Background: an optimization exercise with open tools, aiming at small area. Do not read the settings as production practice.
In this exercise RTL edits were held to simulation tests only and were not proved equivalent to the original.
No driver is modelled on the clock port, so clocking that relies on it looks cheaper here than on a real chip.
No activity file was given, so power comes from the tool's default toggle rates.

--- design/flow/design.v ---
module Top_Module (
        input clk, reset, btn, btn1, btn2, btn3,
        output [11:0] redgrnblu,
        output hsync, vsync,
        output [6:0] seg1, seg2
        );
        function [9:0] updn10(input [9:0] x, input up, input dn);
                integer i;
                reg c;
                begin
                        c = up | dn;
                        for (i = 0; i < 10; i = i + 1) begin
                                updn10[i] = x[i] ^ c;
                                c = c & (x[i] ^ dn);
                        end
                end
        endfunction
        function [9:0] subn10(input [9:0] x, input [9:0] yn);
                integer i;
                reg c;
                begin
                        c = 1'b1;
                        for (i = 0; i < 10; i = i + 1) begin
                                subn10[i] = x[i] ^ yn[i] ^ c;
                                c = (x[i] & yn[i]) | ((x[i] ^ yn[i]) & c);
                        end
                end
        endfunction
        function gt10(input [9:0] x, input [9:0] y);
                integer i;
                reg g;
                begin
                        g = 1'b0;
                        for (i = 0; i < 10; i = i + 1)
                                g = (x[i] & ~y[i]) | (~(x[i] ^ y[i]) & g);
                        gt10 = g;
                end
        endfunction
        reg  [9:0] a, v;
        reg        b;
        reg  [4:0] c5;
        reg  [9:0] xbn;            
        reg  [8:0] yb;             
        reg        dx, dy;         
        reg  [8:0] t1n, t2n;       
        reg  [2:0] s1, s2;
        reg        pend1, pend2;
        reg        hit;
        reg  [2:0] col;            
        wire [9:0] xb = ~xbn;
        wire [8:0] t1 = ~t1n, t2 = ~t2n;
        wire       a_end    = a[9] & a[8] & a[4] & a[3] & a[1] & a[0];    
        wire       line_end = b & a_end;
        wire [9:0] a_nx     = line_end ? 10'd0 : updn10(a, b, 1'b0);
        wire       v_end    = v[9] & v[1];                                
        wire [9:0] v_nx     = (line_end & v_end) ? 10'd0 : updn10(v, line_end, 1'b0);
        wire       c5_inc   = b & a[1] & a[0];
        wire       tick     = c5_inc & (&c5);
        wire [9:0] c5_nx    = updn10({5'd0, c5}, c5_inc, 1'b0);
        assign hsync = (a[9:3] == 7'b1010111) | (a[9:5] == 5'b10110);
        assign vsync = (&v[8:5]) & ~(|v[4:1]);
        wire video = ~(a_nx[9] & (a_nx[8] | a_nx[7])) & ~(v_nx[9] | (&v_nx[8:5]));
        wire blank   = (s1 == 3'd7);
        wire win1    = (s1 == 3'd5);
        wire win2    = (s2 == 3'd5);
        wire playing = ~blank & ~win1 & ~win2;
        wire px1 = (a_nx[9:5] == 5'd0) & a_nx[4] & (a_nx[3] | a_nx[2])
                 | (a_nx[9:2] == 8'd8) | (a_nx == 10'd36);
        wire px2 = (a_nx[9:2] == 8'd151) | (a_nx[9:3] == 7'd76) | (a_nx[9:2] == 8'd154) | (a_nx == 10'd620);
        wire pxa = px1 | px2;
        wire xr = gt10(xb, 10'd604);
        wire xl = gt10(10'd36, xb);
        wire [8:0] pa  = pxa ? v_nx[8:0] : yb;
        wire       sl1 = pxa ? px1 : xl;
        wire [8:0] pbn = sl1 ? t1n : t2n;
        wire [9:0] p   = subn10({1'b0, pa}, {1'b1, pbn});
        wire pin = ~p[8] & ~p[7] & ~(p[6] & (p[5] | p[4]));
        wire hit_nx = pxa ? hit : ((xl | xr) & pin & (p[8:0] != 9'd0));
        wire edge_y = (yb[8:4] == 5'd0) & yb[3] & ~yb[2] & ~yb[1] | (yb[8] & yb[7] & yb[6] & yb[4] & yb[2] & yb[1] & yb[0]);
        wire dy1 = dy ^ edge_y;
        wire dx1 = dx ^ hit;
        wire sc1 = xb[9] & xb[6] & xb[5] & xb[4] & xb[3];    
        wire sc2 = (xb == 10'd0);
        wire step = tick & playing;
        wire mv   = step & ~sc1 & ~sc2;
        wire srv  = step & (sc1 | sc2);
        wire [9:0] xbn_mv = updn10(xbn, mv & ~dx1, mv & dx1);
        wire [9:0] yb_mv  = updn10({1'b0, yb}, mv & dy1, mv & ~dy1);
        wire t1_up = ~btn  & (t1 != 9'd0);
        wire t1_dn = ~btn1 & ~(t1[8] & t1[7] & t1[4]);      
        wire t2_up = ~btn2 & (t2 != 9'd0);
        wire t2_dn = ~btn3 & ~(t2[8] & t2[7] & t2[4]);
        wire m1u = tick & t1_up;
        wire m1d = tick & ~t1_up & t1_dn;
        wire m2u = tick & ~t1_up & ~t1_dn & t2_up;
        wire m2d = tick & ~t1_up & ~t1_dn & ~t2_up & t2_dn;
        wire [9:0] t1n_nx = updn10({1'b0, t1n}, m1u, m1d);
        wire [9:0] t2n_nx = updn10({1'b0, t2n}, m2u, m2d);
        wire [9:0] zx = subn10(a_nx, xbn);
        wire [9:0] zy = subn10({1'b0, v_nx[8:0]}, {1'b1, ~yb});
        wire ball_x = ((&zx[9:3]) | (zx[9:3] == 7'd0) | (zx == 10'd8)) & (xb[9:3] != 7'd0);
        wire ball_y = (&zy[8:3]) | (zy[8:3] == 6'd0) | (zy[8:0] == 9'd8);
        wire ball_on = ball_x & ball_y;
        wire pdl1_on = px1 & pin;
        wire pdl2_on = px2 & pin;
        reg [2:0] col_nx;
        always @* begin
                if (blank) col_nx = 3'b000;
                else if (win1) col_nx = 3'b100;
                else if (win2) col_nx = 3'b001;
                else if (pdl2_on) col_nx = 3'b001;
                else if (pdl1_on) col_nx = 3'b100;
                else if (ball_on) col_nx = 3'b011;
                else col_nx = 3'b111;
        end
        always @(posedge clk) begin
                hit <= hit_nx;
                if (!reset) begin
                        a <= 0; b <= 0; v <= 0; c5 <= 0;
                        xbn <= ~10'd320; yb <= 9'd240; dx <= 1'b1; dy <= 1'b1;
                        t1n <= ~9'd200; t2n <= ~9'd200;
                        s1 <= 3'd7; s2 <= 3'd7; pend1 <= 1'b0; pend2 <= 1'b0;
                        col <= 3'b000;
                end else begin
                        b <= ~b;
                        a <= a_nx;
                        v <= v_nx;
                        c5 <= c5_nx[4:0];
                        s1 <= blank ? 3'd0 : s1 + {2'd0, pend1};
                        s2 <= blank ? 3'd0 : s2 + {2'd0, pend2};
                        pend1 <= step & sc1;
                        pend2 <= step & sc2;
                        xbn <= srv ? ~10'd320 : xbn_mv;
                        yb  <= srv ? 9'd240 : yb_mv[8:0];
                        if (step) begin
                                dx <= dx1 ^ srv;
                                dy <= dy1 ^ srv;
                        end
                        t1n <= t1n_nx[8:0];
                        t2n <= t2n_nx[8:0];
                        col <= col_nx;
                end
        end
        wire r  = video & col[2];
        wire g  = video & col[1];
        wire bl = video & col[0];
        assign redgrnblu = {r, r, r, r, g, g, g, g, bl, bl, bl, bl};
        function [6:0] seg7(input [2:0] s);
                case (s)
                        3'd0: seg7 = 7'b1000000;
                        3'd1: seg7 = 7'b1111001;
                        3'd2: seg7 = 7'b0100100;
                        3'd3: seg7 = 7'b0110000;
                        3'd4: seg7 = 7'b0011001;
                        3'd5: seg7 = 7'b0010010;
                        default: seg7 = 7'b1111111;
                endcase
        endfunction
        assign seg1 = seg7(s1);
        assign seg2 = seg7(s2);
endmodule
--- design/flow/flow/run.sh ---
#!/bin/bash
# Own layout flow: the standard synthesis, then the combinational logic of
# its netlist is re-mapped for area by Yosys/ABC (flip-flops kept as they are,
# same names and cells), checked equivalent to the standard netlist, and laid
# out with the standard ORFS steps using small port buffers and a clock tree
# without dummy loads whose buffers are then shrunk while the clock slew allows.
set -uo pipefail
HERE=$PWD
R=$HERE/orfs/results/sky130hd/Top_Module/base
LIB=$FLOW_HOME/platforms/sky130hd/lib/sky130_fd_sc_hd__tt_025C_1v80.lib
FLOWDIR=$HERE/flow
CTS_BUF=sky130_fd_sc_hd__clkbuf_8
MY_CTS_ARGS=""
SHRINK_CLOCK_TREE=1
export MY_CLK_SLEW=0.112
if [[ -f $FLOWDIR/params.sh ]]; then source $FLOWDIR/params.sh; fi
MY_CTS_ARGS=${MY_CTS_ARGS:-"-sink_clustering_enable -repair_clock_nets -dont_use_dummy_load -buf_list $CTS_BUF"}

bash standard.sh $R/1_2_yosys.v > $HERE/synth_standard.log 2>&1 || exit 1
cp $R/1_2_yosys.v $HERE/netlist_standard.v

# several ABC runs in parallel (deepsyn seeds, plus plain amap); keep the
# smallest netlist that is proven equivalent to the standard one
SCRIPTS=(
  "+strash;&get,-n;&deepsyn,-T,40,-S,1;&put;dch,-f;amap;"
  "+strash;&get,-n;&deepsyn,-T,40,-S,2;&put;dch,-f;amap;"
  "+strash;&get,-n;&deepsyn,-T,40,-S,3;&put;dch,-f;amap;"
  "+strash;&get,-n;&deepsyn,-T,40;&put;dch,-f;amap;"
  "+strash;dch,-f;amap;"
)
for i in "${!SCRIPTS[@]}"; do
  LIB=$LIB ABCSCR="${SCRIPTS[$i]}" IN_V=$HERE/netlist_standard.v OUT_V=$HERE/netlist_reopt_$i.v \
    yosys -c $FLOWDIR/reopt.tcl > $HERE/reopt_$i.log 2>&1 &
done
wait
best=""; best_area=""
for i in "${!SCRIPTS[@]}"; do
  area=$(grep "Chip area" $HERE/reopt_$i.log | tail -1 | awk '{print $NF}')
  [[ -z "$area" ]] && continue
  if LIB=$LIB A_V=$HERE/netlist_standard.v B_V=$HERE/netlist_reopt_$i.v yosys -c $FLOWDIR/eqv.tcl > $HERE/equiv_$i.log 2>&1; then
    echo "script $i area $area equivalent" >> $HERE/netlist_choice.log
    if [[ -z "$best" ]] || awk "BEGIN{exit !($area < $best_area)}"; then best=$i; best_area=$area; fi
  else
    echo "script $i area $area NOT proven equivalent" >> $HERE/netlist_choice.log
  fi
done
if [[ -n "$best" ]]; then
  cp $HERE/netlist_reopt_$best.v $R/1_2_yosys.v
  echo "using re-mapped netlist $best (area $best_area)" >> $HERE/netlist_choice.log
else
  echo "no re-mapped netlist proven equivalent; using the standard netlist" >> $HERE/netlist_choice.log
fi

POST_CTS=""
if [[ $SHRINK_CLOCK_TREE == 1 ]]; then POST_CTS="POST_CTS_TCL=$FLOWDIR/post_cts.tcl"; fi
bash standard.sh finish $POST_CTS \
  BUFFER_PORTS_ARGS="-buffer_cell sky130_fd_sc_hd__buf_1" \
  CTS_ARGS="$MY_CTS_ARGS" \
  > $HERE/layout_standard.log 2>&1
--- design/flow/flow/eqv.tcl ---
set lib $::env(LIB)
yosys read_liberty -ignore_miss_func $lib
yosys read_verilog $::env(A_V)
yosys rename Top_Module gold
yosys read_verilog $::env(B_V)
yosys rename Top_Module gate
yosys hierarchy -check
yosys proc
yosys flatten
yosys memory
yosys opt_clean
yosys equiv_make gold gate eq
yosys hierarchy -top eq
yosys equiv_simple -seq 2
yosys equiv_induct
yosys equiv_status -assert
--- design/flow/flow/post_cts.tcl ---
# Shrink the clock buffers that CTS placed: each buffer takes the smallest
# clkbuf size that keeps every flip-flop clock pin's estimated slew under
# MY_CLK_SLEW (ns), leaves first, then the root.
proc clk_max_slew {} {
  estimate_parasitics -placement
  set mx 0
  foreach p [get_pins -hierarchical */CLK] {
    set s [get_property $p slew_max]
    if {$s > $mx} { set mx $s }
  }
  return $mx
}
set limit $::env(MY_CLK_SLEW)
set sizes {sky130_fd_sc_hd__clkbuf_1 sky130_fd_sc_hd__clkbuf_2 sky130_fd_sc_hd__clkbuf_4 sky130_fd_sc_hd__clkbuf_8 sky130_fd_sc_hd__clkbuf_16}
set bufs {}
set root {}
foreach inst [[ord::get_db_block] getInsts] {
  set m [[$inst getMaster] getName]
  if {[string match "sky130_fd_sc_hd__clkbuf_*" $m]} {
    set n [$inst getName]
    if {[string match "clkbuf_0_*" $n]} { lappend root $n } else { lappend bufs $n }
  }
}
puts "post_cts: start max clock slew [clk_max_slew]"
foreach n [concat $bufs $root] {
  set orig [[[[ord::get_db_block] findInst $n] getMaster] getName]
  foreach sz $sizes {
    if {$sz eq $orig} { break }
    replace_cell $n $sz
    if {[clk_max_slew] <= $limit} { break }
    replace_cell $n $orig
  }
  puts "post_cts: $n $orig -> [[[[ord::get_db_block] findInst $n] getMaster] getName]"
}
puts "post_cts: final max clock slew [clk_max_slew]"
detailed_placement
estimate_parasitics -placement
--- design/flow/flow/reopt.tcl ---
# Re-map the combinational logic of the standard synthesis netlist for area.
# Flip-flop instances are kept as they are (same names, cells and nets).
set lib $::env(LIB)
set scr $::env(ABCSCR)
yosys read_liberty -ignore_miss_func $lib
yosys read_verilog $::env(IN_V)
yosys hierarchy -top Top_Module
# keep sequential cells as black boxes
foreach pat {*df* *dl* *conb* *sdf*} {
  yosys blackbox sky130_fd_sc_hd__$pat
}
yosys flatten
yosys rename -hide w:*.*
yosys opt_clean -purge
yosys opt -full
yosys abc -liberty $lib -dont_use sky130_fd_sc_hd__lpflow_* -dont_use sky130_fd_sc_hd__probe* -dont_use *_16 -dont_use *_12 -script $scr
yosys opt_clean -purge
yosys hilomap -singleton -hicell sky130_fd_sc_hd__conb_1 HI -locell sky130_fd_sc_hd__conb_1 LO
yosys insbuf -buf sky130_fd_sc_hd__buf_1 A X
yosys rename -enumerate -pattern {_r%_} w:\$*
yosys rename -enumerate -pattern {_c%_} c:\$*
yosys stat -liberty $lib
yosys write_verilog -noattr -nohex -nodec $::env(OUT_V)
--- design/flow/standard.sh ---
#!/bin/bash
# synth_recipe.tcl (not shown) runs the flow's synth.tcl, then flattens the netlist and writes it again
# the make line also repeats each setting of config.mk as NAME=value (left out here)
make -C /OpenROAD-flow-scripts/flow DESIGN_CONFIG=/design/flow/config.mk WORK_HOME=/design/flow/orfs CLKGATE_MAP_FILE= SYNTH_SCRIPT=/design/flow/synth_recipe.tcl "${@:-finish}"
--- design/flow/config.mk ---
export PLATFORM = sky130hd
export DESIGN_NAME = Top_Module
export DESIGN_NICKNAME = Top_Module
export VERILOG_FILES = /design/flow/design.v
export SDC_FILE = /design/flow/constraint.sdc
export NUM_CORES = 4
export LEC_CHECK = 0
export CAP_MARGIN = 20
export CORE_MARGIN = 2
export CORE_UTILIZATION = 40
export SLEW_MARGIN = 20
--- design/flow/constraint.sdc ---
create_clock -name core_clock -period 8.0 [get_ports {clk}]
set_input_delay 1.6000 -clock core_clock [delete_from_list [all_inputs] [get_ports {clk}]]
set_output_delay 1.6000 -clock core_clock [all_outputs]
set_load 0.01 [all_outputs]
==> flow_metrics.tcl, run 1 <==
set metrics [dict create \
    slew-limit-headroom_pct 46.17 \
    path_buf_inv 4 \
    tightest_slew_ns 0.8044 \
    skew_ns 0.02799 \
    vias 4690 \
    critPathLaunchType "flip-flop" \
    placed_cells 830 \
    avgSynthCellArea_um2 6.727 \
    dr.pass1.iters 5 \
    syn-num-nets 670 \
    fin_cells 839 \
    grt_pass1_vias 4187 \
    hp-class "reg -> reg" \
    cts_tree "done" \
    worst_r2r_startpoint "b" \
    die-area_mm2 0.01203 \
    worstPathArrival_ns 5.71 \
    dpl.hpwl_um 9113 \
    hold_slack_ns 0.4261 \
    worst-r2r-cell-count 24 \
    cp.depth 24 \
    clock_latency_ns 0.56 \
    status "complete, no violations" \
    netSwitchingFraction_pct 28.57 \
    wl_per_cell_um 14.10 \
    tns_ns 0 \
    drc 0 \
    setup_viol 0 \
    fmax_mhz 187.6 \
    num_rows 38 \
    end_kind "flip-flop" \
    drv_cap 0 \
    layout_min_cycle_time_ns 5.329 \
    cp-endpoint "hit" \
    critPathLaunch "b" \
    comb_power_share_pct 12.9 \
    p_leak_nw 1.577 \
    synth.cell_area_mm2 0.004467 \
    drt_wl_total_um 11830 \
    p_int_mw 0.4905 \
    grt_overflow 0 \
    routabilityCongestion 0.8946 \
    nNetsFinal 707 \
    die_h_um 109.7 \
    path_clk_slew_ns 0.08 \
    finalCritPeriodShare_pct 66.62 \
    postRouteAntennaNets 0 \
    fin_ws_ns 2.671 \
    crit_family "compound AO/OA/AOI/OAI gates" \
    place_ws_ns 2.828 \
    p_seq_share_pct 58.3 \
    syn_to_final_growth_pct 8.459 \
    portBuffers 33 \
    io_pins 34 \
    viasPerCell 5.590 \
    grt_usage_pct 21.02 \
    timing.rr.end "hit" \
    antenna_found_initial 0 \
    drive_above_1_share_pct 1.860 \
    worstPathMaxFanout 10 \
    fillers 1151 \
    ir_drop_uv 102.4 \
    rrSetupSlack_ns 2.67 \
    antenna_cells 0 \
    grt_pass1_wl_um 19630 \
    hold_viol 0 \
    fp.coreArea_mm2 0.01089 \
    cp_data_required_time_ns 8.39 \
    clkPwrFrac_pct 28.8 \
    power_density_mw_per_mm2 141.7 \
    syn_inst 664 \
    worstPathCellList "nand2_1, clkinv_1, nand2_1, clkinv_1, nand2_1, nor2_1, clkinv_1, o21ai_0, nand2b_1, o22a_1, nor3_1, nand2_1, a21oi_1, clkinv_1, o22ai_1, o21a_1, a222oi_1, o22ai_1, a22oi_1, o21ai_0, o21ai_0, a221oi_1, o221ai_1, nor3_1" \
    drt-initial-drc-count 257 \
    p_sw_mw 0.1962 \
    grt_start_max_net_pins 47 \
    slew_violations 0 \
    start_util_pct 41.03 \
    rsz0062_at_grt "false" \
    cp_slowest_cell "a21oi_1" \
    numClockSinks 77 \
    die_w_um 109.7 \
    setup.worst_path.class "reg -> reg" \
    worst_path_largest_cell_delay_ns 0.63 \
    ys_warn_count 1 \
]
[flip-flops by register name, summed over array words and instances, names as in the netlist, 3 cells and up]
| register | flops |
|---|---|
| t2n | 9 |
| yb | 9 |
| s2 | 3 |
| s1 | 3 |
| xbn | 10 |
| t1n | 9 |
| c5 | 5 |
| col | 3 |
| a | 10 |
| v | 10 |
[worst min path at each step]
stage,start,end,depth (start not counted)
2_1_floorplan,b,b,1
3_3_place_gp,b,b,1
3_5_place_dp,b,b,1
5_1_grt,b,b,1
6_report,b,b,1
[placed cells by master (no fill, tap or decap), types with 5 or more instances in the layout]
cell type and n:
a211oi_1 12, a21oi_1 39, a221oi_1 5, a22oi_1 12, a31oi_1 8, buf_1 33, clkinv_1 106, dfxtp_1 76
nand2_1 60, nand3_1 9, nor2_1 113, nor2b_1 8, nor3_1 24, nor4_1 12, o211ai_1 8, o21a_1 6
o21ai_0 80, o221ai_1 24, o22ai_1 21
[cell type report]
cell class,count,area [µm²],area share (%)
flip-flops and latches,77,1551,32.02
clock buffers,9,90.09,1.860
inverters,106,397.9,8.213
well taps,140,175.2,3.616
repair buffers,37,153.9,3.177
multi-input cells,470,2476,51.11
[through the flow]
stage               utilization (%)  power (mW)  area (µm²)
floorplan                         -      0.4704        4467
global route                  44.50      0.7209        4845
global placement              43.67      0.4967        4755
finish                        44.50      0.6867        4845
detailed placement            43.67      0.4981        4755
[layer usage]
metal / global-route usage (%) / part of all wire [%] / vias to the layer above
li1: - / - / 2453
met1: 27.57 / 48 / 2130
met2: 34.70 / 46 / 92
met3: 3.438 / 4.3 / 15
met4: 7.776 / 1.8 / 0
met5: 0 / 0 / -
[power by group through the flow]
stage / clock network [mW] / logic, mW / registers, mW
2_1_floorplan: 0 / 0.0631 / 0.407
3_3_place_gp: 0 / 0.0879 / 0.409
6_report: 0.198 / 0.0883 / 0.400
3_5_place_dp: 0 / 0.0889 / 0.409
5_1_grt: 0.219 / 0.100 / 0.401
==> run 2: changes to the inputs <==
--- a/design/flow/config.mk
+++ b/design/flow/config.mk
@@ -8,4 +8,4 @@
 export CAP_MARGIN = 20
 export CORE_MARGIN = 2
-export CORE_UTILIZATION = 40
+export CORE_UTILIZATION = 65
 export SLEW_MARGIN = 20
==> flow_metrics.tcl, run 2 <==
set metrics [dict create \
    slew_violations 0 \
    rsz0062_at_grt "false" \
    tightest_slew_ns 1.062 \
    routabilityCongestion 0.9658 \
    num_rows 30 \
    p_seq_share_pct 59.2 \
    final_cell_mix "nor2_1, clkinv_1, o21ai_0" \
    vias 4871 \
    drt-initial-drc-count 622 \
    worstPathArrival_ns 4.00 \
    finalPower_mw 0.6770 \
    m1WireLength_um 5045 \
    clkPwrFrac_pct 27.9 \
    design_area_mm2 0.004748 \
    drc 0 \
    cp_data_required_time_ns 6.40 \
    nNetsFinal 705 \
    worstPathMaxFanout 10 \
    tns_ns 0 \
    syn_to_final_growth_pct 6.302 \
    io_pins 34 \
    synth.cell_area_mm2 0.004467 \
    hp-class "reg -> reg" \
    cts_tree "done" \
    ir_drop_uv 150.3 \
    wl_met2_um 5363 \
    fmax_mhz 178.5 \
    dr.pass1.iters 5 \
    die_w_um 86.90 \
    path_clk_slew_ns 0.09 \
    slew-limit-headroom_pct 28.69 \
    p_sw_mw 0.1921 \
    layout_commonest_cell "nor2_1" \
    p_leak_nw 1.564 \
    status "complete, no violations" \
    hold_slack_ns 0.4328 \
    drv_cap 0 \
    avgSynthCellArea_um2 6.727 \
    postRouteAntennaNets 0 \
    clock_latency_ns 0.53 \
    grt_start_max_net_pins 47 \
    dpl.hpwl_um 8710 \
    grt_pass1_wl_um 18750 \
    layout_min_cycle_time_ns 5.602 \
    power_density_mw_per_mm2 142.6 \
    portBuffers 33 \
    antenna_found_initial 0 \
    post_dp_cell_area_mm2 0.004664 \
    numClockSinks 77 \
    setup_viol 0 \
    skew_ns 0.03245 \
    syn_inst 664 \
    finalCritPeriodShare_pct 70.03 \
    grt_overflow 0 \
    start_util_pct 66.48 \
    ys_warn_count 1 \
    p_int_mw 0.4850 \
    wl_per_cell_um 14.77 \
    viasPerCell 6.269 \
    syn-num-nets 670 \
    die-area_mm2 0.007551 \
    comb_power_share_pct 12.9 \
    wl_met3_um 780 \
    hold_viol 0 \
    setup.worst_path.class "reg -> out" \
    netSwitchingFraction_pct 28.37 \
    drive_above_1_share_pct 1.578 \
    die_h_um 86.90 \
    top_regs "a (10), v (10), xbn (10)" \
    drt_wl_total_um 11480 \
    grt_pass1_vias 4306 \
    fp.coreArea_mm2 0.006719 \
    route.top_layer_used "met4" \
    antenna_cells 0 \
    critPathLaunchType "flip-flop" \
    end_kind "output pin" \
    grt_usage_pct 31.14 \
]
run 2: power by group through the flow:
stage	clock [mW]	combinational (mW)	sequential, mW
5_1_grt	0.208	0.0985	0.402
6_report	0.189	0.0875	0.400
3_5_place_dp	0	0.0869	0.409
2_1_floorplan	0	0.0631	0.407
3_3_place_gp	0	0.0858	0.409
run 2: final cells by class:
cell class / instances / area [µm²]
inverter: 106 / 397.9
timing repair buffer: 35 / 138.9
sequential: 77 / 1551
clock buffer: 9 / 83.83
fill: 606 / 1971
tap: 80 / 100.1
multi-input combinational: 470 / 2476
run 2: critical path, cell delays in order, from the launching register on:
cell and delay [ns]:
dfxtp_1 0.36, nand2_1 0.07, clkinv_1 0.05, nand2_1 0.09
nor3_1 0.82, nand2_1 0.26, nor4_1 0.50, nand2_1 0.16
nor2_1 0.16, clkinv_1 0.14, nand2_1 0.13, o221ai_1 0.25
nor2b_1 0.31, buf_1 0.18
run 2: per-stage QoR:
| stage | worst slack [ns] | utilization (%) | instances |
|---|---|---|---|
| floorplan | 3.570 | - | 664 |
| global route | 1.990 | 70.67 | 777 |
| global placement | 3.052 | 69.42 | 768 |
| finish | 2.398 | 70.67 | 777 |
| detailed placement | 2.644 | 69.42 | 768 |
run 2: routing by layer:
metal  up-vias  global-route usage (%)
li1       2445                       -
met1      2197                   39.05
met2       195                   52.26
met3        34                   6.540
met4         0                   12.22
met5         -                       0
run 2: final timing paths:
check / from / end / slack (ns) / depth (start not counted)
setup / recovery: b / redgrnblu[0] / 2.40 / 13
hold / removal: b / b / 0.43 / 1
setup reg to reg: b / col[2] / 2.43 / 19
hold reg to reg: b / b / 0.43 / 1
==> run 3: changes to the inputs <==
--- a/design/flow/design.v
+++ b/design/flow/design.v
@@ -7,10 +7,12 @@
         function [9:0] updn10(input [9:0] x, input up, input dn);
                 integer i;
-                reg c;
+                reg o, z;
                 begin
-                        c = up | dn;
+                        o = 1'b1;
+                        z = 1'b1;
                         for (i = 0; i < 10; i = i + 1) begin
-                                updn10[i] = x[i] ^ c;
-                                c = c & (x[i] ^ dn);
+                                updn10[i] = x[i] ^ ((up & o) | (dn & z));
+                                o = o & x[i];
+                                z = z & ~x[i];
                         end
                 end
--- a/design/flow/config.mk
+++ b/design/flow/config.mk
@@ -8,4 +8,4 @@
 export CAP_MARGIN = 20
 export CORE_MARGIN = 2
-export CORE_UTILIZATION = 65
+export CORE_UTILIZATION = 75
 export SLEW_MARGIN = 20
==> flow_metrics.tcl, run 3 <==
set metrics [dict create \
    status "complete, no violations" \
    portBuffers 33 \
    ir_drop_uv 136.0 \
    ys_warn_count 1 \
    holdPathStages 1 \
    use_met3_pct 6.444 \
    grt_pass1_wl_um 18860 \
    slew_violations 0 \
    end_kind "flip-flop" \
    finalCritPeriodShare_pct 70.61 \
    final_util_pct 81.07 \
    die_w_um 80.93 \
    rrSetupSlack_ns 2.35 \
    fillers 418 \
    drt_wl_total_um 12000 \
    post_dp_cell_area_mm2 0.004622 \
    antenna_found_initial 0 \
    timing.rr.end "col[2]" \
    vias 4966 \
    worst-r2r-cell-count 23 \
    grtUsageMet2_pct 62.64 \
    avgSynthCellArea_um2 6.786 \
    use_met1_pct 45.97 \
    finalPower_mw 0.7052 \
    worst_path_largest_cell_delay_ns 0.51 \
    start_util_pct 76.31 \
    cp_common_cell "nor2_1" \
    clock_latency_ns 0.37 \
    critPathLaunchType "flip-flop" \
    viasPerCell 6.526 \
    num_rows 28 \
    worstPathCellList "clkinv_1, nor2_1, clkinv_1, nor2_1, nand3_1, nor2_1, a211oi_1, nor4_1, nor2_1, nor2_1, clkinv_1, o22ai_1, nand2_1, o21a_1, nand2_1, nor3_1, o21ai_0, clkinv_1, a221o_1, o32a_1, o21ai_0, o41ai_1, o211a_1" \
    syn_to_final_growth_pct 6.231 \
    postRouteAntennaNets 0 \
    worstPathMaxFanout 11 \
    grt_usage_pct 37.13 \
    design_area_mm2 0.004715 \
    cp_data_required_time_ns 8.24 \
    grt_overflow 0 \
    power_density_mw_per_mm2 149.6 \
    tns_ns 0 \
    cts_tree "done" \
    grt_start_max_net_pins 45 \
    drv_cap 0 \
    fin_cells 761 \
    dpl.hpwl_um 9058 \
    routabilityCongestion 0.9539 \
    whs_endpoint "b" \
    p_leak_nw 1.573 \
    antenna_cells 0 \
    fmax_mhz 177.0 \
    final_cell_mix "nor2_1, clkinv_1, dfxtp_1" \
    setup_viol 0 \
    hold_start "b" \
    placed_cells 752 \
    grt_pass1_vias 4276 \
    drt-initial-drc-count 492 \
    dr.pass1.iters 5 \
    setup.worst_path.class "reg -> reg" \
    path_clk_slew_ns 0.11 \
    hold_viol 0 \
    cp_slowest_cell "nor4_1" \
    worstPathArrival_ns 5.89 \
    slew-limit-headroom_pct 40.24 \
    drive_above_1_share_pct 1.458 \
    wl_per_cell_um 15.76 \
    die_h_um 80.93 \
    hp-class "reg -> reg" \
    place_ws_ns 2.632 \
    synth.cell_area_mm2 0.004438 \
    worst_r2r_startpoint "a[1]" \
    drc 0 \
    fin_ws_ns 2.351 \
    tightest_slew_ns 0.8895 \
    skew_ns 0.03738 \
    die-area_mm2 0.006549 \
    hold_slack_ns 0.4470 \
    layout_min_cycle_time_ns 5.649 \
    syn_inst 654 \
    grt_most_used_layer "met2" \
    numClockSinks 77 \
    top_regs "a (10), v (10), xbn (10)" \
    rsz0062_at_grt "false" \
    nNetsFinal 694 \
    io_pins 34 \
    syn-num-nets 660 \
    layout_commonest_cell "nor2_1" \
    fp.coreArea_mm2 0.005816 \
]
-- run 3: per-layer routing --
metal	up-vias	wire length, µm
met5	-	0
met4	0	390
met3	45	1085
met2	296	5613
met1	2206	4907
li1	2419	-
-- run 3: power by group --
part | leakage, nW | switching, mW | internal, mW
sequential | 0.629 | 0.00832 | 0.395
combinational | 0.892 | 0.0715 | 0.0336
clock | 0.0518 | 0.122 | 0.0743
-- run 3: worst max-delay path by stage --
stage	start	to	cells after the start	slack, ns
after floorplan	a[1]	col[2]	22	3.47
after global placement	a[1]	col[2]	22	2.86
after detailed placement	a[1]	col[2]	23	2.63
after global routing	a[1]	col[2]	22	1.72
final	a[1]	col[2]	23	2.35
-- run 3: area by class of cell --
class | count | area (µm²) | share of cell area (%)
inverters | 95 | 356.6 | 7.564
multi-input cells | 471 | 2489 | 52.79
flip-flops and latches | 77 | 1551 | 32.91
well taps | 75 | 93.84 | 1.990
clock buffers | 9 | 92.59 | 1.964
repair buffers | 34 | 131.4 | 2.787
-- run 3: critical path: cells and delay by family (launching register included) --
kind | cells | cell delay (ns)
AO/OA/AOI/OAI | 9 | 2.02
flip-flops | 1 | 0.37
buffers and inverters | 4 | 0.82
AND/OR/NAND/NOR | 10 | 2.32
==> run 4: changes to the inputs <==
--- a/design/flow/flow/run.sh
+++ b/design/flow/flow/run.sh
@@ -14,4 +14,5 @@
 SHRINK_CLOCK_TREE=1
 export MY_CLK_SLEW=0.112
+export MY_CLK_LEAVES=8
 if [[ -f $FLOWDIR/params.sh ]]; then source $FLOWDIR/params.sh; fi
 MY_CTS_ARGS=${MY_CTS_ARGS:-"-sink_clustering_enable -repair_clock_nets -dont_use_dummy_load -buf_list $CTS_BUF"}
==> design/flow/flow/post_cts.tcl (replaced) <==
# Trim the clock tree that CTS built. First the leaf buffers are merged
# pairwise (closest first) until at most MY_CLK_LEAVES remain, each merged leaf
# moved to the middle of its sinks; then each clock buffer takes the smallest
# clkbuf size that keeps every flip-flop clock pin's estimated slew under
# MY_CLK_SLEW (ns), leaves first, then the root.
proc clk_max_slew {} {
  estimate_parasitics -placement
  set mx 0
  foreach p [get_pins -hierarchical */CLK] {
    set s [get_property $p slew_max]
    if {$s > $mx} { set mx $s }
  }
  return $mx
}
proc out_net {inst} {
  foreach it [$inst getITerms] { if {[$it isOutputSignal]} { return [$it getNet] } }
  return "NULL"
}
proc sink_iterms {net} {
  set r {}
  foreach it [$net getITerms] { if {[$it isInputSignal]} { lappend r $it } }
  return $r
}
proc centroid {iterms} {
  set sx 0; set sy 0; set n 0
  foreach it $iterms {
    set b [[$it getInst] getBBox]
    set sx [expr {$sx + ([$b xMin] + [$b xMax]) / 2}]
    set sy [expr {$sy + ([$b yMin] + [$b yMax]) / 2}]
    incr n
  }
  if {$n == 0} { return {0 0} }
  return [list [expr {$sx / $n}] [expr {$sy / $n}]]
}
set blk [ord::get_db_block]
set limit $::env(MY_CLK_SLEW)
set max_leaves $::env(MY_CLK_LEAVES)
set sizes {sky130_fd_sc_hd__clkbuf_1 sky130_fd_sc_hd__clkbuf_2 sky130_fd_sc_hd__clkbuf_4 sky130_fd_sc_hd__clkbuf_8 sky130_fd_sc_hd__clkbuf_16}
set root {}
set leaves {}
foreach inst [$blk getInsts] {
  set m [[$inst getMaster] getName]
  if {[string match "sky130_fd_sc_hd__clkbuf_*" $m]} {
    if {[string match "clkbuf_0_*" [$inst getName]]} { lappend root $inst } else { lappend leaves $inst }
  }
}
puts "post_cts: start max clock slew [clk_max_slew], [llength $leaves] leaves"
# merge leaves whose input is the root's output
while {[llength $leaves] > $max_leaves} {
  set best {}
  set bd 1e18
  for {set i 0} {$i < [llength $leaves]} {incr i} {
    set ci [centroid [sink_iterms [out_net [lindex $leaves $i]]]]
    for {set j [expr {$i + 1}]} {$j < [llength $leaves]} {incr j} {
      set cj [centroid [sink_iterms [out_net [lindex $leaves $j]]]]
      set d [expr {abs([lindex $ci 0] - [lindex $cj 0]) + abs([lindex $ci 1] - [lindex $cj 1])}]
      if {$d < $bd} { set bd $d; set best [list $i $j] }
    }
  }
  set a [lindex $leaves [lindex $best 0]]
  set b [lindex $leaves [lindex $best 1]]
  set na [out_net $a]
  set nb [out_net $b]
  foreach it [sink_iterms $nb] { $it disconnect; $it connect $na }
  foreach it [$b getITerms] { if {[$it getNet] ne "NULL"} { $it disconnect } }
  odb::dbInst_destroy $b
  odb::dbNet_destroy $nb
  set c [centroid [sink_iterms $na]]
  $a setLocation [lindex $c 0] [lindex $c 1]
  replace_cell [$a getName] sky130_fd_sc_hd__clkbuf_8
  set leaves [lreplace $leaves [lindex $best 1] [lindex $best 1]]
}
if {[llength $leaves] > 0} { detailed_placement }
puts "post_cts: [llength $leaves] leaves, max clock slew [clk_max_slew]"
foreach inst [concat $leaves $root] {
  set n [$inst getName]
  set orig [[$inst getMaster] getName]
  foreach sz $sizes {
    if {$sz eq $orig} { break }
    replace_cell $n $sz
    if {[clk_max_slew] <= $limit} { break }
    replace_cell $n $orig
  }
  puts "post_cts: $n $orig -> [[[$blk findInst $n] getMaster] getName]"
}
puts "post_cts: final max clock slew [clk_max_slew]"
detailed_placement
estimate_parasitics -placement
--- a/design/flow/config.mk
+++ b/design/flow/config.mk
@@ -9,3 +9,4 @@
 export CORE_MARGIN = 2
 export CORE_UTILIZATION = 75
+export GPL_TIMING_DRIVEN = 0
 export SLEW_MARGIN = 20
==> flow_metrics.tcl, run 4 <==
set metrics [dict create \
    power_density_mw_per_mm2 146.9 \
    tns_ns 0 \
    postRouteAntennaNets 0 \
    p_leak_nw 1.578 \
    drive_above_1_share_pct 1.437 \
    final_cell_mix "nor2_1, clkinv_1, dfxtp_1" \
    cp_data_required_time_ns 8.39 \
    netSwitchingFraction_pct 29.13 \
    antenna_cells 0 \
    worstPathMaxFanout 11 \
    worstPathCellList "clkinv_1, nor2_1, clkinv_1, nor2_1, nand3_1, nor2_1, a211oi_1, nor4_1, nor2_1, nor2_1, clkinv_1, o22ai_1, nand2_1, o21a_1, nand2_1, nor3_1, o21ai_0, clkinv_1, a221o_1, o32a_1, o21ai_0, o41ai_1, o211a_1" \
    die-area_mm2 0.006549 \
    dpl.hpwl_um 8780 \
    drc 0 \
    fmax_mhz 157.8 \
    grt_pass1_wl_um 19170 \
    antenna_found_initial 0 \
    ys_warn_count 1 \
    vias 5092 \
    p_seq_share_pct 57.9 \
    worst_r2r_startpoint "a[1]" \
    syn_to_final_growth_pct 6.682 \
    p_sw_mw 0.2027 \
    cp_common_cell "nor2_1" \
    clkPwrFrac_pct 26.0 \
    syn-num-nets 660 \
    critPathLaunchType "flip-flop" \
    drv_cap 0 \
    worst-r2r-cell-count 23 \
    grt_usage_pct 37.31 \
    viasPerCell 6.604 \
    die_w_um 80.93 \
    fp.coreArea_mm2 0.005816 \
    slew_violations 0 \
    die_h_um 80.93 \
    wl_per_cell_um 15.42 \
    comb_power_share_pct 16.1 \
    rsz0062_at_grt "false" \
    cp.depth 23 \
    slew-limit-headroom_pct 26.09 \
    timing.rr.end "col[2]" \
    syn_inst 654 \
    drt-initial-drc-count 556 \
    drt_wl_total_um 11890 \
    holdPathStages 1 \
    critPathLaunch "a[1]" \
    setup_viol 0 \
    io_pins 34 \
    worstPathArrival_ns 6.73 \
    ir_drop_uv 133.1 \
    path_clk_slew_ns 0.11 \
    portBuffers 33 \
    clock_latency_ns 0.50 \
    hold_viol 0 \
    nNetsFinal 704 \
    cp_slowest_cell "nor4_1" \
    avgSynthCellArea_um2 6.786 \
    num_rows 28 \
    grt_pass1_vias 4455 \
    setup.worst_path.class "reg -> reg" \
    cp-endpoint "col[2]" \
    numClockSinks 77 \
    cts_tree "done" \
    grt_start_max_net_pins 46 \
    status "complete, no violations" \
    top_regs "a (10), v (10), xbn (10)" \
    worst_path_largest_cell_delay_ns 0.86 \
    routabilityCongestion 0.9703 \
    layout_commonest_cell "nor2_1" \
    rrSetupSlack_ns 1.66 \
    final_util_pct 81.41 \
    layout_min_cycle_time_ns 6.335 \
    finalCritPeriodShare_pct 79.19 \
    skew_ns 0.03342 \
    tightest_slew_ns 1.098 \
    grt_overflow 0 \
    hp-class "reg -> reg" \
    path_buf_inv 4 \
    p_int_mw 0.4931 \
    end_kind "flip-flop" \
    crit_family "simple AND/OR/NAND/NOR gates" \
    dr.pass1.iters 8 \
    start_util_pct 76.31 \
    synth.cell_area_mm2 0.004438 \
]
## run 4: worst min path at each step
stage | startpoint | endpoint | slack, ns
floorplan | b | b | 0.40
global placement | b | b | 0.41
detailed placement | b | b | 0.42
global route | b | b | 0.47
finish | b | b | 0.44
## run 4: cell type report
type | count | area (µm²)
Inverter | 95 | 357.8
Buffer | 11 | 41.29
Fill cell | 418 | 1081
Sequential cell | 77 | 1551
Tap cell | 75 | 93.84
Multi-Input combinational cell | 471 | 2489
Timing Repair Buffer | 33 | 123.9
Clock buffer | 9 | 77.57
## run 4: per-layer routing
layer | vias up | global-route usage, % | routed length, µm
li1 | 2440 | - | -
met1 | 2245 | 43.43 | 4588
met2 | 326 | 63.47 | 5508
met3 | 81 | 9.222 | 1257
met4 | 0 | 19.32 | 538
met5 | - | 0 | 0
## run 4: power by group through the flow
stage / combinational [mW] / clock [mW] / sequential, mW
2_1_floorplan: 0.0763 / 0 / 0.410
3_3_place_gp: 0.109 / 0 / 0.411
3_5_place_dp: 0.111 / 0 / 0.412
5_1_grt: 0.129 / 0.194 / 0.405
6_report: 0.112 / 0.181 / 0.403
## run 4: metrics by stage
stage | setup WS [ns] | total power, mW | hold slack (ns) | instances | area, µm²
after detailed placement | 2.008 | 0.5228 | 0.4198 | 762 | 4657
after global placement | 2.237 | 0.5199 | 0.4082 | 762 | 4656
after global routing | 1.138 | 0.7273 | 0.4674 | 771 | 4735
after floorplan | 3.470 | 0.4865 | 0.3984 | 654 | 4438
final | 1.665 | 0.6957 | 0.4430 | 771 | 4735
==> run 5: changes to the inputs <==
--- a/design/flow/config.mk
+++ b/design/flow/config.mk
@@ -8,5 +8,5 @@
 export CAP_MARGIN = 20
 export CORE_MARGIN = 2
-export CORE_UTILIZATION = 75
+export CORE_UTILIZATION = 85
 export GPL_TIMING_DRIVEN = 0
 export SLEW_MARGIN = 20
==> flow_metrics.tcl, run 5 <==
set metrics [dict create \
    ys_warn_count 1 \
    syn-num-nets 660 \
    stop_stage "3_1_place_gp_skip_io" \
    start_util_pct 87.45 \
    syn_inst 654 \
    firstError "[ERROR GPL-0301] Utilization 104.114 % exceeds 100%." \
    avgSynthCellArea_um2 6.786 \
    die_h_um 76.26 \
    synth.cell_area_mm2 0.004438 \
    die_w_um 76.26 \
    status "aborted with a tool error" \
    num_rows 26 \
]
==> run 6: changes to the inputs <==
--- a/design/flow/flow/run.sh
+++ b/design/flow/flow/run.sh
@@ -28,9 +28,14 @@
   "+strash;&get,-n;&deepsyn,-T,40,-S,3;&put;dch,-f;amap;"
   "+strash;&get,-n;&deepsyn,-T,40;&put;dch,-f;amap;"
+  "+strash;&get,-n;&deepsyn,-T,40,-S,4;&put;dch,-f;amap;"
+  "+strash;&get,-n;&deepsyn,-T,40,-S,5;&put;dch,-f;amap;"
+  "+strash;&get,-n;&deepsyn,-T,40,-S,6;&put;dch,-f;amap;"
   "+strash;dch,-f;amap;"
 )
+JOBS=${NUM_CORES:-4}
 for i in "${!SCRIPTS[@]}"; do
   LIB=$LIB ABCSCR="${SCRIPTS[$i]}" IN_V=$HERE/netlist_standard.v OUT_V=$HERE/netlist_reopt_$i.v \
     yosys -c $FLOWDIR/reopt.tcl > $HERE/reopt_$i.log 2>&1 &
+  if (( (i + 1) % JOBS == 0 )); then wait; fi
 done
 wait
--- a/design/flow/config.mk
+++ b/design/flow/config.mk
@@ -8,5 +8,4 @@
 export CAP_MARGIN = 20
 export CORE_MARGIN = 2
-export CORE_UTILIZATION = 85
-export GPL_TIMING_DRIVEN = 0
+export CORE_UTILIZATION = 80
 export SLEW_MARGIN = 20
==> flow_metrics.tcl, run 6 <==
set metrics [dict create \
    fillers 318 \
    dr.pass1.iters 5 \
    viasPerCell 6.659 \
    postRouteAntennaNets 0 \
    start_util_pct 81.78 \
    skew_ns 0.03801 \
    setup.worst_path.class "reg -> reg" \
    die-area_mm2 0.006136 \
    status "complete, no violations" \
    p_leak_nw 1.585 \
    worstPathArrival_ns 6.65 \
    design_area_mm2 0.004688 \
    synth.cell_area_mm2 0.004420 \
    critPathLaunchType "flip-flop" \
    tns_ns 0 \
    die_w_um 78.34 \
    fin_cells 750 \
    antenna_cells 0 \
    hp-class "reg -> reg" \
    end_kind "flip-flop" \
    die_h_um 78.34 \
    ys_warn_count 1 \
    hold_viol 0 \
    worstPathMaxFanout 10 \
    grt_start_max_net_pins 45 \
    drv_cap 0 \
    dpl.hpwl_um 8493 \
    drive_above_1_share_pct 1.622 \
    path_clk_slew_ns 0.11 \
    io_pins 34 \
    fp.coreArea_mm2 0.005405 \
    grt_overflow 0 \
    top_regs "a (10), v (10), xbn (10)" \
    drc 0 \
    drt_wl_total_um 11650 \
    portBuffers 33 \
    clock_latency_ns 0.43 \
    fmax_mhz 157.8 \
    finalCritPeriodShare_pct 79.19 \
    worst_path_largest_cell_delay_ns 0.79 \
    grt_pass1_wl_um 19390 \
    power_density_mw_per_mm2 142.5 \
    num_rows 27 \
    antenna_found_initial 0 \
    cp_slowest_cell "o21ai_0" \
    layout_min_cycle_time_ns 6.335 \
    cts_tree "done" \
    ir_drop_uv 121.3 \
    nNetsFinal 686 \
    finalPower_mw 0.6680 \
    syn_inst 645 \
    grt_usage_pct 39.50 \
    post_dp_cell_area_mm2 0.004608 \
    drt-initial-drc-count 691 \
    setup_viol 0 \
    syn_to_final_growth_pct 6.057 \
    grt_pass1_vias 4257 \
    placed_cells 741 \
    final_cell_mix "nor2_1, clkinv_1, dfxtp_1" \
    numClockSinks 77 \
    avgSynthCellArea_um2 6.853 \
    wl_per_cell_um 15.54 \
    routabilityCongestion 1.078 \
    rsz0062_at_grt "false" \
    vias 4994 \
    syn-num-nets 651 \
    layout_commonest_cell "nor2_1" \
    tightest_slew_ns 0.9609 \
    cp_data_required_time_ns 8.31 \
    cp_common_cell "nor2_1" \
    slew_violations 0 \
    slew-limit-headroom_pct 35.26 \
]
-- run 6: cell type report --
| class | count | area [µm²] | share of cell area [%] |
|---|---|---|---|
| timing repair buffer | 35 | 138.9 | 2.962 |
| multi-input combinational | 475 | 2520 | 53.75 |
| clock buffer | 9 | 80.08 | 1.708 |
| sequential | 77 | 1551 | 33.09 |
| inverter | 82 | 307.8 | 6.565 |
| tap | 72 | 90.09 | 1.922 |
-- run 6: path summary, 6_finish.rpt --
check        from      to  slack, ns  cells after the start
max reg2reg     b  col[2]       1.66                     29
min reg2reg     b       b       0.43                      1
max             b  col[2]       1.66                     29
min             b       b       0.43                      1
-- run 6: report_power, final --
| group | internal [mW] | switching (mW) |
|---|---|---|
| registers | 0.393 | 0.00780 |
| logic | 0.0262 | 0.0584 |
| clock network | 0.0629 | 0.120 |
-- run 6: through the flow --
step	utilization, %	setup slack (ns)	hold WS (ns)
after detailed placement	85.25	1.966	0.4161
final	86.74	1.665	0.4345
after global placement	85.25	2.565	0.4160
after floorplan	-	2.626	0.3987
after global routing	86.74	0.9234	0.4652
-- run 6: routing by layer --
layer	vias up	part of all wire, %	GRT usage (%)	wire length (µm)
met3	60	9.6	4.713	1120
met1	2192	40	51.77	4686
met5	-	0	0	0
li1	2397	-	-	-
met4	0	3.7	15.44	430
met2	345	46	66.81	5414
-- run 6: worst max-delay path, delay by kind of cell, from the launching register on --
kind	cells	cell delay [ns]
AOI/OAI and AO/OA	11	3.03
and+or+nand+nor	12	1.54
DFF	1	0.36
buffers and inverters	6	1.32
==> run 7: changes to the inputs <==
--- a/design/flow/config.mk
+++ b/design/flow/config.mk
@@ -8,4 +8,4 @@
 export CAP_MARGIN = 20
 export CORE_MARGIN = 2
-export CORE_UTILIZATION = 80
+export CORE_UTILIZATION = 75
 export SLEW_MARGIN = 20
==> flow_metrics.tcl, run 7 <==
set metrics [dict create \
    tightest_slew_ns 1.031 \
    hold_viol 0 \
    drv_cap 0 \
    grt_usage_pct 37.52 \
    postRouteAntennaNets 0 \
    syn-num-nets 651 \
    placed_cells 741 \
    io_pins 34 \
    grt_start_max_net_pins 46 \
    ys_warn_count 1 \
    die_w_um 80.77 \
    grt_pass1_vias 4469 \
    drt_wl_total_um 11830 \
    die_h_um 80.77 \
    worst_path_largest_cell_delay_ns 0.83 \
    tns_ns 0 \
    antenna_found_initial 0 \
    slew-limit-headroom_pct 31.24 \
    cp_common_cell "nor2_1" \
    avgSynthCellArea_um2 6.853 \
    die-area_mm2 0.006524 \
    comb_power_share_pct 13.0 \
    power_density_mw_per_mm2 141.5 \
    worstPathArrival_ns 6.68 \
    grt_pass1_wl_um 19320 \
    finalCritPeriodShare_pct 78.30 \
    start_util_pct 78.83 \
    drc 0 \
    grt_overflow 0 \
    rsz0062_at_grt "false" \
    vias 4986 \
    dpl.hpwl_um 8872 \
    routabilityCongestion 0.9201 \
    fp.coreArea_mm2 0.005608 \
    drive_above_1_share_pct 1.622 \
    top_regs "a (10), v (10), xbn (10)" \
    ir_drop_uv 124.6 \
    syn_to_final_growth_pct 6.000 \
    critPathLaunchType "flip-flop" \
    status "complete, no violations" \
    p_int_mw 0.4787 \
    worstPathMaxFanout 10 \
    synth.cell_area_mm2 0.004420 \
    nNetsFinal 686 \
    final_cell_mix "nor2_1, clkinv_1, dfxtp_1" \
    hp-class "reg -> reg" \
    clock_latency_ns 0.49 \
    cts_tree "done" \
    drt-initial-drc-count 649 \
    dr.pass1.iters 7 \
    layout_min_cycle_time_ns 6.264 \
    cp_slowest_cell "o21ai_0" \
    slew_violations 0 \
    cp_data_required_time_ns 8.41 \
    skew_ns 0.03966 \
    viasPerCell 6.648 \
    p_sw_mw 0.1844 \
    path_clk_slew_ns 0.10 \
    syn_inst 645 \
    clkPwrFrac_pct 26.6 \
    p_seq_share_pct 60.4 \
    numClockSinks 77 \
    portBuffers 33 \
    setup.worst_path.class "reg -> reg" \
    p_leak_nw 1.585 \
    fmax_mhz 159.6 \
    layout_commonest_cell "nor2_1" \
    num_rows 27 \
    wl_per_cell_um 15.77 \
    netSwitchingFraction_pct 27.81 \
    setup_viol 0 \
    fin_cells 750 \
    end_kind "flip-flop" \
    antenna_cells 0 \
]
run 7: per-stage QoR:
stage / setup WS [ns] / utilization [%] / power (mW) / hold WS [ns] / cell area [µm²]
floorplan: 2.626 / - / 0.4664 / 0.3987 / 4420
global placement: 2.432 / 82.17 / 0.4890 / 0.4163 / 4608
detailed placement: 1.981 / 82.17 / 0.4936 / 0.4309 / 4608
global route: 1.093 / 83.56 / 0.6865 / 0.4605 / 4686
finish: 1.736 / 83.56 / 0.6631 / 0.4439 / 4686
run 7: critical path, delay by kind of cell, from the launching register on:
family | cells | cell delay (ns)
AOI/OAI and AO/OA | 10 | 2.87
and+or+nand+nor | 12 | 1.62
buffers and inverters | 6 | 1.33
DFF | 1 | 0.36
run 7: final cells by class:
| type | count | area, µm² |
|---|---|---|
| multi-input cells | 475 | 2520 |
| clock buffers | 9 | 77.57 |
| fillers | 360 | 922.1 |
| flip-flops and latches | 77 | 1551 |
| repair buffers | 35 | 138.9 |
| inverters | 82 | 307.8 |
| well taps | 72 | 90.09 |
run 7: final timing paths:
kind / slack, ns / to / cells past startpoint / start
setup / recovery: 1.74 / col[0] / 28 / a[0]
hold / removal: 0.44 / b / 1 / b
hold reg to reg: 0.44 / b / 1 / b
setup reg to reg: 1.74 / col[0] / 28 / a[0]
run 7: metal layers:
metal | routed length (µm) | vias to the layer above | global-route usage (%)
met4 | 361 | 0 | 17.80
met3 | 1151 | 58 | 6.889
met2 | 5478 | 309 | 63.75
li1 | - | 2390 | -
met5 | 0 | - | 0
met1 | 4835 | 2229 | 46.11
run 7: power by group through the flow:
| stage | clock (mW) | combinational (mW) | sequential (mW) |
|---|---|---|---|
| floorplan | 0 | 0.0596 | 0.407 |
| global placement | 0 | 0.0806 | 0.408 |
| detailed placement | 0 | 0.0845 | 0.409 |
| global route | 0.189 | 0.0965 | 0.401 |
| finish | 0.177 | 0.0860 | 0.400 |
==> run 8: changes to the inputs <==
--- a/design/flow/design.v
+++ b/design/flow/design.v
@@ -15,4 +15,17 @@
                                 o = o & x[i];
                                 z = z & ~x[i];
+                        end
+                end
+        endfunction
+        function [9:0] subn10p8(input [9:0] x, input [9:0] yn);
+                integer i;
+                reg c;
+                reg [9:0] k;
+                begin
+                        c = 1'b1;
+                        k = 10'd8;
+                        for (i = 0; i < 10; i = i + 1) begin
+                                subn10p8[i] = x[i] ^ yn[i] ^ k[i] ^ c;
+                                c = (x[i] & yn[i]) | ((x[i] ^ yn[i]) & c) | (k[i] & ((x[i] ^ yn[i]) ^ c));
                         end
                 end
@@ -71,5 +84,5 @@
         wire px2 = (a_nx[9:2] == 8'd151) | (a_nx[9:3] == 7'd76) | (a_nx[9:2] == 8'd154) | (a_nx == 10'd620);
         wire pxa = px1 | px2;
-        wire xr = gt10(xb, 10'd604);
+        wire xr = xb[9] & xb[6] & (xb[5] | (xb[4] & xb[3] & xb[2] & (xb[1] | xb[0])));    
         wire xl = gt10(10'd36, xb);
         wire [8:0] pa  = pxa ? v_nx[8:0] : yb;
@@ -99,8 +112,8 @@
         wire [9:0] t1n_nx = updn10({1'b0, t1n}, m1u, m1d);
         wire [9:0] t2n_nx = updn10({1'b0, t2n}, m2u, m2d);
-        wire [9:0] zx = subn10(a_nx, xbn);
-        wire [9:0] zy = subn10({1'b0, v_nx[8:0]}, {1'b1, ~yb});
-        wire ball_x = ((&zx[9:3]) | (zx[9:3] == 7'd0) | (zx == 10'd8)) & (xb[9:3] != 7'd0);
-        wire ball_y = (&zy[8:3]) | (zy[8:3] == 6'd0) | (zy[8:0] == 9'd8);
+        wire [9:0] zx = a_nx + xbn + 10'd9;        
+        wire [9:0] zy = {1'b0, v_nx[8:0]} + {1'b1, ~yb} + 10'd9;    
+        wire ball_x = (zx[9:5] == 5'd0) & (~zx[4] | (zx[3:0] == 4'd0)) & (xb[9:3] != 7'd0);
+        wire ball_y = (zy[8:5] == 4'd0) & (~zy[4] | (zy[3:0] == 4'd0));
         wire ball_on = ball_x & ball_y;
         wire pdl1_on = px1 & pin;
--- a/design/flow/flow/run.sh
+++ b/design/flow/flow/run.sh
@@ -24,11 +24,16 @@
 # smallest netlist that is proven equivalent to the standard one
 SCRIPTS=(
+  "+strash;&get,-n;&deepsyn,-T,40;&put;dch,-f;amap;"
   "+strash;&get,-n;&deepsyn,-T,40,-S,1;&put;dch,-f;amap;"
   "+strash;&get,-n;&deepsyn,-T,40,-S,2;&put;dch,-f;amap;"
   "+strash;&get,-n;&deepsyn,-T,40,-S,3;&put;dch,-f;amap;"
-  "+strash;&get,-n;&deepsyn,-T,40;&put;dch,-f;amap;"
   "+strash;&get,-n;&deepsyn,-T,40,-S,4;&put;dch,-f;amap;"
   "+strash;&get,-n;&deepsyn,-T,40,-S,5;&put;dch,-f;amap;"
   "+strash;&get,-n;&deepsyn,-T,40,-S,6;&put;dch,-f;amap;"
+  "+strash;&get,-n;&deepsyn,-T,40,-S,7;&put;dch,-f;amap;"
+  "+strash;&get,-n;&deepsyn,-T,40,-S,8;&put;dch,-f;amap;"
+  "+strash;&get,-n;&deepsyn,-T,40,-S,9;&put;dch,-f;amap;"
+  "+strash;&get,-n;&deepsyn,-T,40,-S,10;&put;dch,-f;amap;"
+  "+strash;&get,-n;&deepsyn,-T,40,-S,11;&put;dch,-f;amap;"
   "+strash;dch,-f;amap;"
 )
==> flow_metrics.tcl, run 8 <==
set metrics [dict create \
    critPathLaunchType "flip-flop" \
    fmax_mhz 181.7 \
    top_regs "a (10), v (10), xbn (10)" \
    p_sw_mw 0.1919 \
    slew_violations 0 \
    cp_data_required_time_ns 6.40 \
    netSwitchingFraction_pct 28.57 \
    p_int_mw 0.4796 \
    skew_ns 0.03474 \
    placed_cells 748 \
    num_rows 27 \
    path_clk_slew_ns 0.08 \
    drt_wl_total_um 11640 \
    final_cell_mix "nor2_1, clkinv_1, dfxtp_1" \
    ys_warn_count 1 \
    syn_inst 652 \
    dpl.hpwl_um 8732 \
    wl_per_cell_um 15.38 \
    avgSynthCellArea_um2 6.728 \
    start_util_pct 78.70 \
    status "complete, no violations" \
    die-area_mm2 0.006477 \
    p_seq_share_pct 59.7 \
    syn-num-nets 658 \
    rsz0062_at_grt "false" \
    hp-class "reg -> reg" \
    fillers 367 \
    tightest_slew_ns 0.7144 \
    clock_latency_ns 0.43 \
    clkPwrFrac_pct 26.2 \
    die_h_um 80.48 \
    hold_viol 0 \
    antenna_cells 0 \
    layout_min_cycle_time_ns 5.504 \
    antenna_found_initial 0 \
    setup.worst_path.class "reg -> out" \
    syn_to_final_growth_pct 5.961 \
    drv_cap 0 \
    worstPathArrival_ns 3.90 \
    nNetsFinal 693 \
    drc 0 \
    p_leak_nw 1.570 \
    cts_tree "done" \
    slew-limit-headroom_pct 52.20 \
    layout_commonest_cell "nor2_1" \
    grt_overflow 0 \
    ir_drop_uv 143.8 \
    numClockSinks 77 \
    grt_pass1_vias 4298 \
    end_kind "output pin" \
    io_pins 34 \
    comb_power_share_pct 14.0 \
    drt-initial-drc-count 449 \
    fp.coreArea_mm2 0.005574 \
    finalCritPeriodShare_pct 68.79 \
    viasPerCell 6.483 \
    synth.cell_area_mm2 0.004387 \
    drive_above_1_share_pct 1.606 \
    portBuffers 33 \
    setup_viol 0 \
    fin_cells 757 \
    die_w_um 80.48 \
    dr.pass1.iters 5 \
    tns_ns 0 \
    power_density_mw_per_mm2 144.5 \
    grt_start_max_net_pins 47 \
    worstPathMaxFanout 11 \
    vias 4908 \
    postRouteAntennaNets 0 \
    grt_usage_pct 37.21 \
    grt_pass1_wl_um 18860 \
    routabilityCongestion 0.9309 \
]
## run 8: power by group through the flow
stage | clock [mW] | sequential (mW) | combinational [mW]
floorplan | 0 | 0.407 | 0.0655
global placement | 0 | 0.409 | 0.0872
detailed placement | 0 | 0.409 | 0.0917
global route | 0.190 | 0.402 | 0.104
finish | 0.176 | 0.401 | 0.0942
## run 8: layer usage
metal / vias up / track usage (%) / share of wire [%]
li1: 2398 / - / -
met1: 2204 / 44.54 / 41
met2: 260 / 63.75 / 47
met3: 46 / 8.652 / 8.5
met4: 0 / 15.59 / 3.2
met5: - / 0 / 0
## run 8: worst paths after layout
path	start	end	slack, ns	cells past startpoint
max reg2reg	a[1]	col[2]	2.86	21
min reg2reg	b	b	0.45	1
max	a[1]	redgrnblu[4]	2.50	19
min	b	b	0.45	1
## run 8: final cells by class
class                           instances  area, µm²  share of cell area [%]
Multi-Input combinational cell        468       2434                   52.36
Sequential cell                        77       1551                   33.38
Inverter                               96      360.3                   7.752
Timing Repair Buffer                   35      138.9                   2.988
Tap cell                               72      90.09                   1.938
Clock buffer                            9      73.82                   1.588
## run 8: through the flow
stage               hold slack, ns  setup WS, ns  cell area (µm²)  util (%)  power [mW]
floorplan                   0.4077         2.937             4387         -      0.4728
global placement            0.4240         3.315             4574     82.07      0.4962
detailed placement          0.4339         2.970             4574     82.07      0.5011
global route                0.4809         2.195             4648     83.39      0.6958
finish                      0.4530         2.496             4648     83.39      0.6715
## run 8: critical path: stages (launching register included)
cell and delay, ns:
dfxtp_1 0.32, clkinv_1 0.12, nor2_1 0.42, clkinv_1 0.18
nor4_1 0.20, buf_4 0.22, nand2_1 0.08, clkinv_1 0.06
nand2_1 0.06, clkinv_1 0.06, nand2_1 0.07, clkinv_1 0.07
nand2_1 0.08, clkinv_1 0.07, nand2_1 0.09, a211oi_1 0.43
clkinv_1 0.25, o221ai_1 0.40, nor2b_1 0.16, buf_1 0.16
==> run 9: changes to the inputs <==
--- a/design/flow/flow/run.sh
+++ b/design/flow/flow/run.sh
@@ -13,5 +13,5 @@
 MY_CTS_ARGS=""
 SHRINK_CLOCK_TREE=1
-export MY_CLK_SLEW=0.112
+export MY_CLK_SLEW=0.105
 export MY_CLK_LEAVES=8
 if [[ -f $FLOWDIR/params.sh ]]; then source $FLOWDIR/params.sh; fi
@@ -21,19 +21,16 @@
 cp $R/1_2_yosys.v $HERE/netlist_standard.v
 
-# several ABC runs in parallel (deepsyn seeds, plus plain amap); keep the
-# smallest netlist that is proven equivalent to the standard one
+# several ABC runs in parallel (deepsyn seeds, each stopping after 500 steps
+# without improvement, plus plain amap); keep the smallest netlist that is
+# proven equivalent to the standard one
 SCRIPTS=(
-  "+strash;&get,-n;&deepsyn,-T,40;&put;dch,-f;amap;"
-  "+strash;&get,-n;&deepsyn,-T,40,-S,1;&put;dch,-f;amap;"
-  "+strash;&get,-n;&deepsyn,-T,40,-S,2;&put;dch,-f;amap;"
-  "+strash;&get,-n;&deepsyn,-T,40,-S,3;&put;dch,-f;amap;"
-  "+strash;&get,-n;&deepsyn,-T,40,-S,4;&put;dch,-f;amap;"
-  "+strash;&get,-n;&deepsyn,-T,40,-S,5;&put;dch,-f;amap;"
-  "+strash;&get,-n;&deepsyn,-T,40,-S,6;&put;dch,-f;amap;"
-  "+strash;&get,-n;&deepsyn,-T,40,-S,7;&put;dch,-f;amap;"
-  "+strash;&get,-n;&deepsyn,-T,40,-S,8;&put;dch,-f;amap;"
-  "+strash;&get,-n;&deepsyn,-T,40,-S,9;&put;dch,-f;amap;"
-  "+strash;&get,-n;&deepsyn,-T,40,-S,10;&put;dch,-f;amap;"
-  "+strash;&get,-n;&deepsyn,-T,40,-S,11;&put;dch,-f;amap;"
+  "+strash;&get,-n;&deepsyn,-J,500,-S,0;&put;dch,-f;amap;"
+  "+strash;&get,-n;&deepsyn,-J,500,-S,1;&put;dch,-f;amap;"
+  "+strash;&get,-n;&deepsyn,-J,500,-S,2;&put;dch,-f;amap;"
+  "+strash;&get,-n;&deepsyn,-J,500,-S,3;&put;dch,-f;amap;"
+  "+strash;&get,-n;&deepsyn,-J,500,-S,4;&put;dch,-f;amap;"
+  "+strash;&get,-n;&deepsyn,-J,500,-S,5;&put;dch,-f;amap;"
+  "+strash;&get,-n;&deepsyn,-J,500,-S,6;&put;dch,-f;amap;"
+  "+strash;&get,-n;&deepsyn,-J,500,-S,7;&put;dch,-f;amap;"
   "+strash;dch,-f;amap;"
 )
==> flow_metrics.tcl, run 9 <==
set metrics [dict create \
    crit_family "buffers and inverters" \
    end_kind "output pin" \
    p_sw_mw 0.1919 \
    drv_cap 0 \
    grt_overflow 0 \
    finalPower_mw 0.6767 \
    finalCritPeriodShare_pct 68.79 \
    skew_ns 0.03264 \
    die_h_um 80.48 \
    ir_drop_uv 157.5 \
    cp_slowest_cell "a211oi_1" \
    multi_input_area_mm2 0.002434 \
    drt-initial-drc-count 458 \
    final_cell_mix "nor2_1, clkinv_1, dfxtp_1" \
    ys_warn_count 1 \
    dpl.hpwl_um 8732 \
    power_density_mw_per_mm2 145.4 \
    dr.pass1.iters 5 \
    rsz0062_at_grt "false" \
    layout_commonest_cell "nor2_1" \
    p_seq_share_pct 59.3 \
    worstPathCellList "clkinv_1, nor2_1, clkinv_1, nor4_1, buf_4, nand2_1, clkinv_1, nand2_1, clkinv_1, nand2_1, clkinv_1, nand2_1, clkinv_1, nand2_1, a211oi_1, clkinv_1, o221ai_1, nor2b_1, buf_1" \
    p_leak_nw 1.572 \
    die_w_um 80.48 \
    grt_usage_pct 37.21 \
    syn-num-nets 658 \
    drc 0 \
    viasPerCell 6.489 \
    path_clk_slew_ns 0.08 \
    tns_ns 0 \
    setup_viol 0 \
    hold_viol 0 \
    cts_tree "done" \
    vias 4912 \
    hold_slack_ns 0.4529 \
    design_area_mm2 0.004654 \
    cp_data_required_time_ns 6.40 \
    worstPathArrival_ns 3.90 \
    critPathLaunchType "flip-flop" \
    antenna_found_initial 0 \
    postRouteAntennaNets 0 \
    path_buf_inv 9 \
    fmax_mhz 181.7 \
    fillers 365 \
    clkPwrFrac_pct 26.8 \
    layout_min_cycle_time_ns 5.503 \
    clock_latency_ns 0.43 \
    post_dp_cell_area_mm2 0.004574 \
    antenna_cells 0 \
    routabilityCongestion 0.9309 \
    comb_power_share_pct 13.9 \
    nNetsFinal 693 \
    numClockSinks 77 \
    drive_above_1_share_pct 1.606 \
    synth.cell_area_mm2 0.004387 \
    drt_wl_total_um 11660 \
    wl_per_cell_um 15.40 \
    grt_pass1_wl_um 18860 \
    grt_pass1_vias 4298 \
    portBuffers 33 \
    num_rows 27 \
    syn_inst 652 \
    p_int_mw 0.4848 \
    avgSynthCellArea_um2 6.728 \
    setup.worst_path.class "reg -> out" \
    hp-class "reg -> reg" \
    regArea_mm2 0.001551 \
    start_util_pct 78.70 \
    worstPathMaxFanout 11 \
    slew_violations 0 \
    die-area_mm2 0.006477 \
    top_regs "a (10), v (10), xbn (10)" \
    grt_start_max_net_pins 47 \
    fp.coreArea_mm2 0.005574 \
    cp_common_cell "clkinv_1" \
    io_pins 34 \
    syn_to_final_growth_pct 6.104 \
    tightest_slew_ns 0.7152 \
    slew-limit-headroom_pct 52.14 \
    netSwitchingFraction_pct 28.36 \
    worst_path_largest_cell_delay_ns 0.43 \
    status "complete, no violations" \
]
-- run 9: path summary, 6_finish.rpt --
| path | slack (ns) | to | cells past startpoint | start |
|---|---|---|---|---|
| worst max-delay path | 2.50 | redgrnblu[4] | 19 | a[1] |
| worst min-delay path | 0.45 | b | 1 | b |
| worst max register to register | 2.86 | col[2] | 21 | a[1] |
| worst min register to register | 0.45 | b | 1 | b |
-- run 9: per-stage QoR --
step	utilization, %	setup slack [ns]	std cells
floorplan	-	2.937	652
global route	83.50	2.189	757
finish	83.50	2.497	757
global placement	82.07	3.315	748
detailed placement	82.07	2.970	748
-- run 9: cell type report --
cell class                 instances  share of cell area, %
clock buffer                       9                  1.720
multi-input combinational        468                  52.28
sequential                        77                  33.33
timing repair buffer              35                  2.984
tap                               72                  1.935
inverter                          96                  7.742
-- run 9: per-layer routing --
metal | routed length, µm | part of all wire (%) | track usage (%)
met5 | 0 | 0 | 0
met4 | 385 | 3.3 | 15.59
met3 | 1024 | 8.8 | 8.652
met2 | 5480 | 47 | 63.75
met1 | 4769 | 41 | 44.54
-- run 9: power by group through the flow --
stage | registers, mW | clock network (mW) | logic (mW)
floorplan | 0.407 | 0 | 0.0655
global placement | 0.409 | 0 | 0.0872
detailed placement | 0.409 | 0 | 0.0917
global route | 0.402 | 0.196 | 0.104
finish | 0.401 | 0.181 | 0.0941

## port drivers added, routing unchanged
The flow's constraints put no driver on any port. The routed layouts listed below were extracted and timed again, unchanged, in two steps. Step 1 sets driving cells, clkbuf_16 on the clock port and buf_2 on the other inputs (assumed; they add their load-dependent delay and slew). Step 2 adds t to the input delays and takes it off the output delays; t is the mean of the earliest and latest rising clock arrival at the registers after step 1. Input paths then give back, and output paths get back, about the clock's delay inside the block. Slacks: ideal ports / drivers / drivers and shift; pairs: ideal ports / drivers.
| run | shift t [ns] | setup WS [ns] | worst setup path after step 2 | clock arrival spread, ns | worst data-port slew with drivers (ns) |
|---|---|---|---|---|---|
| run 1 | 0.579 | 2.671 / 2.671 / 2.671 | register to register | 0.031 / 0.031 | 0.03 |
| run 2 | 0.537 | 2.398 / 2.371 / 2.431 | register to register | 0.033 / 0.032 | 0.03 |
| run 3 | 0.381 | 2.351 / 2.351 / 2.351 | register to register | 0.038 / 0.038 | 0.03 |
| run 4 | 0.509 | 1.665 / 1.665 / 1.665 | register to register | 0.034 / 0.034 | 0.03 |
| run 6 | 0.438 | 1.665 / 1.665 / 1.665 | register to register | 0.038 / 0.038 | 0.03 |
| run 7 | 0.506 | 1.736 / 1.736 / 1.736 | register to register | 0.040 / 0.040 | 0.04 |
| run 8 | 0.446 | 2.496 / 2.466 / 2.862 | register to register | 0.034 / 0.034 | 0.03 |
| run 9 | 0.447 | 2.497 / 2.467 / 2.858 | register to register | 0.033 / 0.033 | 0.03 |
After both steps every run listed still meets setup and hold.
